This design comes from an exercise in tuning for small area on the open sky130 flow, not from production work. The RTL was checked by simulation tests, not by an equivalence proof against the original design. Power and IR drop assume default switching activity.

==> flow/design.v, too long to show whole: its modules and the start of the top module <==
// module gf1: 2240 lines
module gf1
	(
	input MCLK,
	input CLK,  
	input IOW,
	input IOR,
	input CS1,  
	input CS2,  
	input DACK1,  
	input DACK2,  
	input RESET,
	output WAIT,
	output DRQ1,
	output DRQ2,
	output IRQ1,
	output IRQ2,
	output IRQ3,
	input DMA_TC,
	input [15:0] DATA_i,
	output [15:0] DATA_o,
	input IO16,
	input [3:0] ADDRESS,
	output BUSA_LOW,
	output BUSA_HIGH,
	input [7:0] DRAM_DATA_i,
	output [7:0] DRAM_DATA_o,
	output reg DRAM_WE,
	output reg DRAM_RAS,
	output [8:0] DRAM_ADDR,
	output DRAM_CAS0,
	output DRAM_CAS1,
	output DRAM_CAS2,
	output DRAM_CAS3,
	output DAC_DATA,
	output reg DAC_CLK,
	output reg DAC_LR,
	output reg DAC_LR2
	);
  // ...
==> flow/flow/run.sh <==
#!/bin/bash
# Own layout flow: the standard synthesis, its combinational logic re-mapped
# for area (registers untouched), then the standard layout with its own
# clock tree settings. Each tool's output goes to a log file here.
set -euo pipefail
HERE=$(pwd)
RES=$HERE/orfs/results/$FLOW_PLATFORM/gf1/base
LIB=$FLOW_HOME/platforms/$FLOW_PLATFORM/lib/sky130_fd_sc_hd__tt_025C_1v80.lib
CFG=$FLOW_HOME/platforms/$FLOW_PLATFORM/config.mk

# 1. standard synthesis
bash standard.sh "$RES/1_2_yosys.v" > "$HERE/log_1_synth.txt" 2>&1
cp "$RES/1_2_yosys.v" "$HERE/synth_standard.v"

# 2. re-map the combinational logic
SEQ=$(grep -oE 'sky130_fd_sc_hd__[a-z0-9_]+' "$RES/1_2_yosys.v" | sort -u | grep -E '__(e|s|se)?df|__dl' | tr '\n' ' ')
DU=$(sed -n '/DONT_USE_CELLS += /,/^#/p' "$CFG" | grep -oE 'sky130_fd_sc_hd__[a-z0-9_]+' | sed 's/^/-dont_use /' | tr '\n' ' ')
sed -e "s#{LIB}#$LIB#g" -e "s#{NETLIST}#$RES/1_2_yosys.v#g" -e "s#{TOP}#$FLOW_TOP#g" \
    -e "s#{SEQ}#$SEQ#g" -e "s#{DONTUSE}#$DU#g" -e "s#{ABCSCRIPT}#$HERE/flow/area.abc#g" \
    flow/remap.ys > "$HERE/remap_run.ys"
yosys -l "$HERE/log_2_remap.txt" -q "$HERE/remap_run.ys" > /dev/null 2>&1

# 3. the rest of the standard layout, with the clock tree settings below
CTS="-sink_clustering_enable -repair_clock_nets -dont_use_dummy_load -sink_clustering_size ${CTS_SIZE:-26} -sink_clustering_max_diameter ${CTS_DIAM:-80}"
bash standard.sh "CTS_ARGS=$CTS" "BUFFER_PORTS_ARGS=-buffer_cell sky130_fd_sc_hd__buf_1" finish > "$HERE/log_3_layout.txt" 2>&1
==> flow/flow/area.abc <==
&get -n
&st
&dc2
&dch -f
&nf -R 1000
&put
mfs2 -W 4 -M 5000
&get -n
&st
&dch -f
&nf -R 1000
&put
mfs2 -W 4 -M 5000
&get -n
&st
&dch -f
&nf -R 1000
&put
==> flow/flow/remap.ys <==
# Re-maps the combinational logic of the standard synthesis netlist for area.
# The flip-flops (dfxtp/edfxtp and any other sequential cell) are kept as they are.
read_liberty -ignore_miss_func {LIB}
read_verilog {NETLIST}
hierarchy -top {TOP}
blackbox {SEQ}
flatten
opt_clean
abc -liberty {LIB} {DONTUSE} -script {ABCSCRIPT}
opt_clean -purge
hilomap -singleton -hicell sky130_fd_sc_hd__conb_1 HI -locell sky130_fd_sc_hd__conb_1 LO
insbuf -buf sky130_fd_sc_hd__buf_4 A X
splitnets
opt_clean -purge
stat -liberty {LIB}
write_verilog -noattr -noexpr -nohex -nodec {NETLIST}
==> flow/standard.sh <==
#!/bin/bash
# synth_recipe.tcl (not shown) runs the flow's synth.tcl, then flattens the netlist and writes it again
# the make line also repeats each setting of config.mk as NAME=value (left out here)
make -C /OpenROAD-flow-scripts/flow DESIGN_CONFIG=/design/flow/config.mk WORK_HOME=/design/flow/orfs CLKGATE_MAP_FILE= SYNTH_SCRIPT=/design/flow/synth_recipe.tcl "${@:-finish}"
==> flow/config.mk <==
export PLATFORM = sky130hd
export DESIGN_NAME = gf1
export DESIGN_NICKNAME = gf1
export VERILOG_FILES = /design/flow/design.v
export SDC_FILE = /design/flow/constraint.sdc
export NUM_CORES = 8
export LEC_CHECK = 0
export CAP_MARGIN = 20
export CORE_MARGIN = 2
export CORE_UTILIZATION = 60
export PLACE_DENSITY = 0.7
export SLEW_MARGIN = 20
export SYNTH_MEMORY_MAX_BITS = 16384
==> flow/constraint.sdc <==
create_clock -name core_clock -period 15.0 [get_ports {MCLK}]
set_input_delay 3.0000 -clock core_clock [delete_from_list [all_inputs] [get_ports {MCLK}]]
set_output_delay 3.0000 -clock core_clock [all_outputs]
set_load 0.01 [all_outputs]
==> notes.md, run 1 <==
outcome timing/DRC/antenna clean; max reg flops 4,736; Mapped Area 188,000 um^2; Worst Setup Start Kind register; syn avg cell area 13.0 um^2; crit path buf inv count 0; Final Setup Violations 0; crit path kind register to register; Inserted Diodes 41; cell family with most CP delay adder cells; met2 Track Usage GR 60.7%; most frequent cells in the layout dfxtp_1 (5,059), nand2_1 (1,551), edfxtp_1 (1,146); first-pass GRT wire length 933,000 um; die area 317,000 um^2; GR Util met3 10.7%; routed length on met2 284,000 um; DR iter-0 viols 25,700; Well Taps 4,140; WL per Instance 34.3 um; register-to-register setup slack 6170 ps; switch share 28.0%; total of max-cap violations 0; Comb pwr share 13.5%; Signal buf overhead 1.63%; hold_sp vr_ring[4135]$_DFF_P_; HP Class register to register; clk pwr 8470 uW; fraction of area in multi-input gates 25.0%; Hold Vio Cnt, Final 0; placed cells 19,000; Net Sw Power 8560 uW; Initial Utilization 60.2%; inverter count 138; vias in the first global route 130,000; Critical Path Max Stage Delay 810 ps; Rel. slew slack 9.54%; Buffers, non-clock 445; CTS root buf clkbuf_16; GR Layer Usage met1 53.6%; Final Core Density 65.4%
==> run 2: changes to the inputs <==
--- a/flow/design.v
+++ b/flow/design.v
@@ -70,16 +70,21 @@
 	reg [4:0] vr_raddr;      
 	reg vr_host;             
 	reg [1:0] cl147, clW, cl41, clR, clU;
 	reg [4:0] vr_waddr;
 	reg [1:0] pc147, pcW, pc41, pcR, pcU;
 	reg vr_phost;
 	reg [5:0] vr_pnew;
 	reg vr_win;              
+	reg vr_lost;             
+	reg vr_xfer;
+	reg [4:0] vr_waddr2;
+	reg [1:0] qc147, qcW, qc41, qcR, qcU;
+	reg vr_qhost;
 	reg vr_pend;             
 	reg vr_rdy;
 	reg vr_slot;
 	reg vr_commit;
 	integer vr_i;
 	reg [4735:0] vr_ring;    
 	reg [31:0] vr_oh;        
 	reg [4:0] vr_raddr_n;
@@ -1140,24 +1145,42 @@
 		end
 		else if ((clk_sel[4] & ~clk1) | clk_sel[12])
 			vr_ones <= 1'b1;
 		vr_rdy = vr_pend | (vr_win & ~voice_ram_update);
 		vr_slot = (vr_waddr[2:0] + vr_rot) == 3'd7;
 		vr_commit = vr_rdy & vr_slot;
 		vr_rot <= vr_rot + 3'd1;
 		vr_win <= voice_ram_update;
-		vr_pend <= vr_rdy & ~vr_commit;
+		vr_xfer = vr_lost & ~voice_ram_update & (~vr_rdy | vr_commit);
+		vr_pend <= (vr_rdy & ~vr_commit) | vr_xfer;
 		if (voice_ram_update & (~vr_rdy | vr_commit))
 		begin
 			vr_waddr <= ram_addr_l;
 			pc147 <= cl147; pcW <= clW; pc41 <= cl41; pcR <= clR; pcU <= clU;
 			vr_phost <= vr_host;
 			vr_pnew <= { wave_params_l2[2][2] & ~wave_irq_clear_l5, wave_params_l2[2][1], wave_params_l2[2][0],
 				ramp_params_l2[2][2] & ~ramp_irq_clear_l5, ramp_params_l2[2][1], ramp_params_l2[2][0] };
+			vr_lost <= 1'b0;
+		end
+		else if (voice_ram_update)
+		begin
+			vr_waddr2 <= ram_addr_l;
+			qc147 <= cl147; qcW <= clW; qc41 <= cl41; qcR <= clR; qcU <= clU;
+			vr_qhost <= vr_host;
+			vr_lost <= 1'b1;
+		end
+		else if (vr_xfer)
+		begin
+			vr_waddr <= vr_waddr2;
+			pc147 <= qc147; pcW <= qcW; pc41 <= qc41; pcR <= qcR; pcU <= qcU;
+			vr_phost <= vr_qhost;
+			vr_pnew <= { wave_params_l2[2][2] & ~wave_irq_clear_l5, wave_params_l2[2][1], wave_params_l2[2][0],
+				ramp_params_l2[2][2] & ~ramp_irq_clear_l5, ramp_params_l2[2][1], ramp_params_l2[2][0] };
+			vr_lost <= 1'b0;
 		end
 		for (vr_i = 0; vr_i < 4; vr_i = vr_i + 1)
 		begin
 			vr_ring[(vr_i*8+1)*148 +: 148*7] <= vr_ring[(vr_i*8+0)*148 +: 148*7];
 			if (vr_commit & (vr_waddr[4:3] == vr_i))
 				vr_ring[(vr_i*8)*148 +: 148] <= (vr_ring[(vr_i*8+7)*148 +: 148] & ~vr_we) | (vr_wd & vr_we);
 			else
 				vr_ring[(vr_i*8)*148 +: 148] <= vr_ring[(vr_i*8+7)*148 +: 148];
==> notes.md, run 2 <==
outcome timing/DRC/antenna clean (unchanged); maximum vdd drop 0.000112 V (was 0.000115 V); Pint 22,100 uW (was 22,000 uW); crit path buf inv count 7 (was 0); drt pass-1 iters 12 (was 13); final RePlAce weighted congestion 0.980 (was 1.01); vias in the first global route 132,000 (was 130,000); Setup Skew 84.7 ps (was 109 ps); syn avg cell area 13.1 um^2 (was 13.0 um^2); DRC 0 (unchanged); Critical Path End Type register (unchanged); crit path kind input pin to register (was register to register); Critical Path Max Stage Delay 680 ps (was 810 ps); clock share of power 28.0% (was 27.7%); post-CTS setup repair buffer count 0 (unchanged); Rel. slew slack 9.09% (was 9.54%); Cells after Synth 14,400 (about the same); biggest regs vr_ring (4736), ram_output_latch (148), wave_next_l (116) (unchanged); commonest non-fill, non-tap cell in the layout dfxtp_1 (unchanged); H-tree depth 5 (unchanged); switch share 26.7% (was 28.0%); TNS Setup 0 ps (unchanged); Max Slew Vio Count 0 (unchanged); detail-routed via count per cell 6.98 (was 7.00); clk slew on worst S/H paths 100 ps (about the same); CTS root buf clkbuf_16 (unchanged); port bufs 87 (unchanged); first-pass GRT wire length 919,000 um (was 933,000 um); min Tclk post-route 9100 ps (was 8830 ps); cell family with most CP delay simple AND/OR/NAND/NOR gates (was adder cells); die area 318,000 um^2 (was 317,000 um^2); total of max-cap violations 0 (unchanged); largest net degree at the start of global routing 69 (was 79); Mapped Area 188,000 um^2 (about the same); HP Class register to register (unchanged); fmax 0.110 GHz (was 0.113 GHz); vias 135,000 (about the same); CTS Buffer Depth 4 (unchanged); synth warn 41 (unchanged); worst path cell trace buf_1, buf_4, clkinv_1, a21oi_1, or2_0, and2_0, clkinv_1, and2_0, nor2_1, a21o_1, nand2b_1, clkinv_1, and3_2, buf_4, buf_4, nand2_1, a22o_1; Comb pwr share 12.4% (was 13.5%); placed cells 19,000 (about the same); worst endpoint required time 15,850 ps (was 15,630 ps); P&R area growth vs syn 8.49% (was 8.57%); chip height 564 um (was 563 um); max reg flops 4,736 (unchanged); Tcrit/Tclk final 60.7% (was 58.9%); Cell Rows 205 (unchanged); DPL Wire Length 405,000 um (was 416,000 um); GRT Residual Overflow 0 (unchanged); placeable core area 312,000 um^2 (was 311,000 um^2); Crit-path slowest cell nand2_1 (was and2_1); P per Cell Area 147 nW/um^2 (was 150 nW/um^2); CTS resizes 0 (unchanged); Post-Layout Cell Count 19,300 (about the same); IO Count 90 (unchanged); P_leak 0.0729 uW (was 0.0727 uW); Least-Margin Pin Slew 1350 ps (was 1340 ps); routed wire length 646,000 um (was 662,000 um); initial antenna violation count 31 (was 48); sequential power share 59.6% (was 58.8%); CTS tree yes (unchanged); Final Setup Violations 0 (unchanged); CTS hold repair buffers 0 (unchanged); RSZ-0062 raised after global routing no (unchanged); Worst Path Arrival 9950 ps (was 9460 ps); Die Wd 564 um (was 563 um); ratio of cells with drive above 1 in the final layout 4.85% (was 4.95%); Total GRT Usage 39.5% (was 40.6%); total clock sinks 6,255 (was 6,239); Initial Utilization 60.4% (was 60.2%); DRT antenna net count 0 (unchanged); crit-path max FO 25 (was 28); CTS Buf Count 284 (was 287); register-to-register setup slack 6030 ps (was 6170 ps); Hold Vio Cnt, Final 0 (unchanged); Reg with most FFs vr_ring (unchanged); DR iter-0 viols 25,700 (about the same); worst skew pair latency 980 ps (was 960 ps); Layout Nets 15,200 (about the same); WL per Instance 33.5 um (was 34.3 um); most frequent cells in the layout dfxtp_1 (5,061), nand2_1 (1,503), edfxtp_1 (1,161) (was dfxtp_1 (5,059), nand2_1 (1,551), edfxtp_1 (1,146)); Net Sw Power 8030 uW (was 8560 uW); Worst Setup Start Kind input pin (was register)
[run 2: power groups by stage]
stage	Clock (uW)	Combinational, uW	Sequential, uW
global placement	0	3520	18300
finish	8430	3730	17900
floorplan	0	1950	18300
global route	8960	3900	18000
detailed placement	0	3560	18300
CTS	8400	3600	17900
[run 2: area by class of cell]
cell class | instances | area [um^2]
Inverter | 155 | 589
Antenna cell | 23 | 57.6
Sequential cell | 6255 | 137000
Clock buffer | 284 | 7110
Multi-Input combinational cell | 7993 | 50900
Fill cell | 23200 | 108000
Timing Repair Buffer | 448 | 3410
Tap cell | 4140 | 5180
[run 2: routing by layer]
metal / vias up / global-route usage (%) / share of wire [%]
li1: 56500 / - / -
met1: 65700 / 53.5 / 37
met2: 10300 / 59.2 / 43
met3: 2196 / 10.1 / 14
met4: 22 / 19.5 / 6.0
met5: - / 0 / 0.022
[run 2: worst paths after layout]
check / cells past startpoint / from / to
hold / removal: 0 / vr_ring[3230]$_DFF_P_ / vr_ring[3378]$_DFF_P_
setup reg to reg: 32 / wave_sel1$_DFFE_PP_ / wave_addr_l[1][28]$_DFFE_PP_
setup / recovery: 17 / RESET / vr_ring[3646]$_DFF_P_
hold reg to reg: 0 / vr_ring[3230]$_DFF_P_ / vr_ring[3378]$_DFF_P_
[run 2: per-stage QoR]
step	instance area (um^2)	util [%]	total power, uW	setup slack [ps]	hold WS [ps]
final	204000	65.5	30100	5900	309
after global routing	204000	65.5	30800	5450	315
after CTS	204000	65.4	29900	6150	309
after detailed placement	197000	63.1	21900	5290	334
after global placement	197000	63.1	21800	5530	331
after floorplan	188000	-	20300	2750	326

==> separate check: timing with driven ports <==
In the flow no input, the clock included, has a driving cell. The finished layouts below were timed again as built, in two steps. Step 1: set_driving_cell puts a clkbuf_16 on MCLK and a buf_2 on each other input, an assumption about the parent block. Step 2 times the ports against the registers' clock, not the clock port: input delays grow and output delays shrink by t, the midpoint of the rising clock arrivals with the driver on. Three values: no drivers, after step 1, after step 2; two values: the first two.
run | shift t [ns] | setup WS [ns] | worst setup path after step 2 | latest minus earliest clock arrival (ns)
run 1 | 1.017 | 6.168 / 6.168 / 5.247 | input to register | 0.120 / 0.120
run 2 | 1.024 | 5.902 / 5.979 / 4.955 | input to register | 0.113 / 0.113
After both steps every run listed still meets setup and hold. For run 2, which loses most, drivers alone change the setup slack by +0.077 ns; drivers and shift together by -0.947 ns.
